What follows belongs to an exercise in optimizing a design on an open flow for small area; a production flow would make more cautious choices. Power figures rest on the tool's default switching activity, not on a simulated workload.

== run A ==
Design systolic, start of the top module:
module systolic
#
(
    parameter   D_W  = 8,  
    parameter   D_W_ACC = 16,  
    parameter   N   = 8,
    parameter   M   = 16
)
(
    input   wire                                        clk,
    input   wire                                        rst,
    input   wire                                        enable_row_count_A,
    output  wire    [$clog2(M)-1:0]                     pixel_cntr_A,
    output  wire    [($clog2(M/N)?$clog2(M/N):1)-1:0]   slice_cntr_A,
    output  wire    [($clog2(M/N)?$clog2(M/N):1)-1:0]   pixel_cntr_B,
    output  wire    [$clog2(M)-1:0]                     slice_cntr_B,
    output  wire    [$clog2((M*M)/N)-1:0]               rd_addr_A,
    output  wire    [$clog2((M*M)/N)-1:0]               rd_addr_B,
    input   wire    [N*D_W-1:0]                         A,  
    input   wire    [N*D_W-1:0]                         B,  
    output  wire    [N*N*D_W_ACC-1:0]                   D,  
    output  wire    [N*N-1:0]                           valid_D  
);
Settings: LEC_CHECK=0, CAP_MARGIN=20, CORE_MARGIN=2, CORE_UTILIZATION=40, CTS_CLUSTER_DIAMETER=120, CTS_CLUSTER_SIZE=25, GPL_TIMING_DRIVEN=0, SLEW_MARGIN=20, SYNTH_HIERARCHICAL=1, SYNTH_MINIMUM_KEEP_SIZE=0; clock period 7.0 ns.
standard.sh (not shown) runs the stock make flow with config.mk's settings and CLKGATE_MAP_FILE= SYNTH_SCRIPT=/design/flow/synth_recipe.tcl, a recipe that flattens the netlist after the stock synthesis.
==> flow/flow/run.sh <==
#!/bin/bash
# Standard layout (the standard.sh) with these changes:
#  - the port buffers are made from the smallest buffer cell;
#  - the buffers synthesis leaves on the nets between processing elements
#    are removed at floorplan (placement here is not timing-driven, which is
#    where the standard flow would remove them);
#  - clock tree: larger sink clusters and no dummy loads.
set -e
export BUFFER_PORTS_ARGS="-buffer_cell sky130_fd_sc_hd__buf_1"
export REMOVE_ABC_BUFFERS=1
export CTS_ARGS="-sink_clustering_enable -repair_clock_nets -sink_clustering_size 25 -sink_clustering_max_diameter 120 -dont_use_dummy_load"
bash standard.sh > standard.log 2>&1
The following lists how run D was set up differently from run A:
--- a/flow/design.v
+++ b/flow/design.v
@@ -44,19 +44,35 @@
 (
     input   wire          clk,
     input   wire          clr,
     input   wire  [7:0]   in_a_n,
     input   wire  [7:0]   in_b_n,
     output  reg   [7:0]   a_n,
     output  reg   [7:0]   b_n,
     output  reg   [15:0]  acc
 );
-wire [15:0] accg = acc & {16{~clr}};
+wire [15:0] accg;
+gt ug0 (.a(acc[0]), .c(clr), .y(accg[0]));
+gt ug1 (.a(acc[1]), .c(clr), .y(accg[1]));
+gt ug2 (.a(acc[2]), .c(clr), .y(accg[2]));
+gt ug3 (.a(acc[3]), .c(clr), .y(accg[3]));
+gt ug4 (.a(acc[4]), .c(clr), .y(accg[4]));
+gt ug5 (.a(acc[5]), .c(clr), .y(accg[5]));
+gt ug6 (.a(acc[6]), .c(clr), .y(accg[6]));
+gt ug7 (.a(acc[7]), .c(clr), .y(accg[7]));
+gt ug8 (.a(acc[8]), .c(clr), .y(accg[8]));
+gt ug9 (.a(acc[9]), .c(clr), .y(accg[9]));
+gt ug10 (.a(acc[10]), .c(clr), .y(accg[10]));
+gt ug11 (.a(acc[11]), .c(clr), .y(accg[11]));
+gt ug12 (.a(acc[12]), .c(clr), .y(accg[12]));
+gt ug13 (.a(acc[13]), .c(clr), .y(accg[13]));
+gt ug14 (.a(acc[14]), .c(clr), .y(accg[14]));
+gt ug15 (.a(acc[15]), .c(clr), .y(accg[15]));
 wire pp0_0 = ~(a_n[0] | b_n[0]);
 wire pp0_1 = ~(a_n[0] | b_n[1]);
 wire pp0_2 = ~(a_n[0] | b_n[2]);
 wire pp0_3 = ~(a_n[0] | b_n[3]);
 wire pp0_4 = ~(a_n[0] | b_n[4]);
 wire pp0_5 = ~(a_n[0] | b_n[5]);
 wire pp0_6 = ~(a_n[0] | b_n[6]);
 wire pp0_7 = ~(a_n[0] | b_n[7]);
 wire pp1_0 = ~(a_n[1] | b_n[0]);
@@ -274,18 +290,21 @@
 endmodule
 module fa (input wire a, input wire b, input wire c, output wire s, output wire co);
 assign s  = a ^ b ^ c;
 assign co = (a & b) | (a & c) | (b & c);
 endmodule
 module ha (input wire a, input wire b, output wire s, output wire co);
 assign s  = a ^ b;
 assign co = a & b;
 endmodule
+module gt (input wire a, input wire c, output wire y);
+assign y = a & ~c;
+endmodule
 `timescale 1 ps / 1 ps
 module systolic
 #
 (
     parameter   D_W  = 8,  
     parameter   D_W_ACC = 16,  
     parameter   N   = 8,
     parameter   M   = 16
 )
Results
Between run A and run D, share of total power in combinational logic is higher for run D, run A comes in under that.
Delta (run D minus run A): first-pass GRT wire length went up about 3%; synthesized cell area rose by 6000 um2.
Relative to run A, the number of distinct library cells after synthesis measured on run D has decreased by a little under 10%.
Run D reports a higher chip height than run A does.
The buffer count from post-CTS setup fixing reported for run D is greater than that of run A by 17.
The lower flip-flop and latch share of the layout cell area of run A and run D is in run D.
Between run A and run D, fraction of met2 tracks used by global routing is lower for run A, run D comes in above that.
Run A and run D all finish clean.
Looking at filler cell count in the final layout across run A and run D, the one that comes out lower is run A.
Run D ended up with a higher number of signal-net buffers in the layout than run A did.
Going from run A to run D, the overall power was found to have gone up by about 4.6%.
Run D vs run A: clock period minus worst slack up
Compared run D against run A; complex-gate fraction of the synthesized area within noise.
Function was not checked in any run of this note: the RTL went through the layout flow alone.

separate check: timing with driven ports:
How much do the figures lean on ideal ports? The routed layouts below were timed once more, with nothing changed but the port constraints.
Step 1 (the two cells are an assumption about what drives the block):
set clk [get_ports {clk}]
set_driving_cell -lib_cell sky130_fd_sc_hd__clkbuf_16 $clk
set_driving_cell -lib_cell sky130_fd_sc_hd__buf_2 [delete_from_list [all_inputs] $clk]
Step 2, shift: input delay + t, output delay - t, t = (earliest + latest rising clock arrival at the registers) / 2. This alone moves slack from input paths to output paths.
a / b / c = no drivers / after step 1 / after step 2; a / b = the first two.
run	t, ns	slack for setup (ns)	slew at the worst register clock pin (ns)
run A	1.011	0.172 / 0.172 / 0.172	0.11 / 0.11
run D	0.992	0.136 / 0.136 / 0.136	0.11 / 0.11
After both steps setup and hold are still met in every run listed.
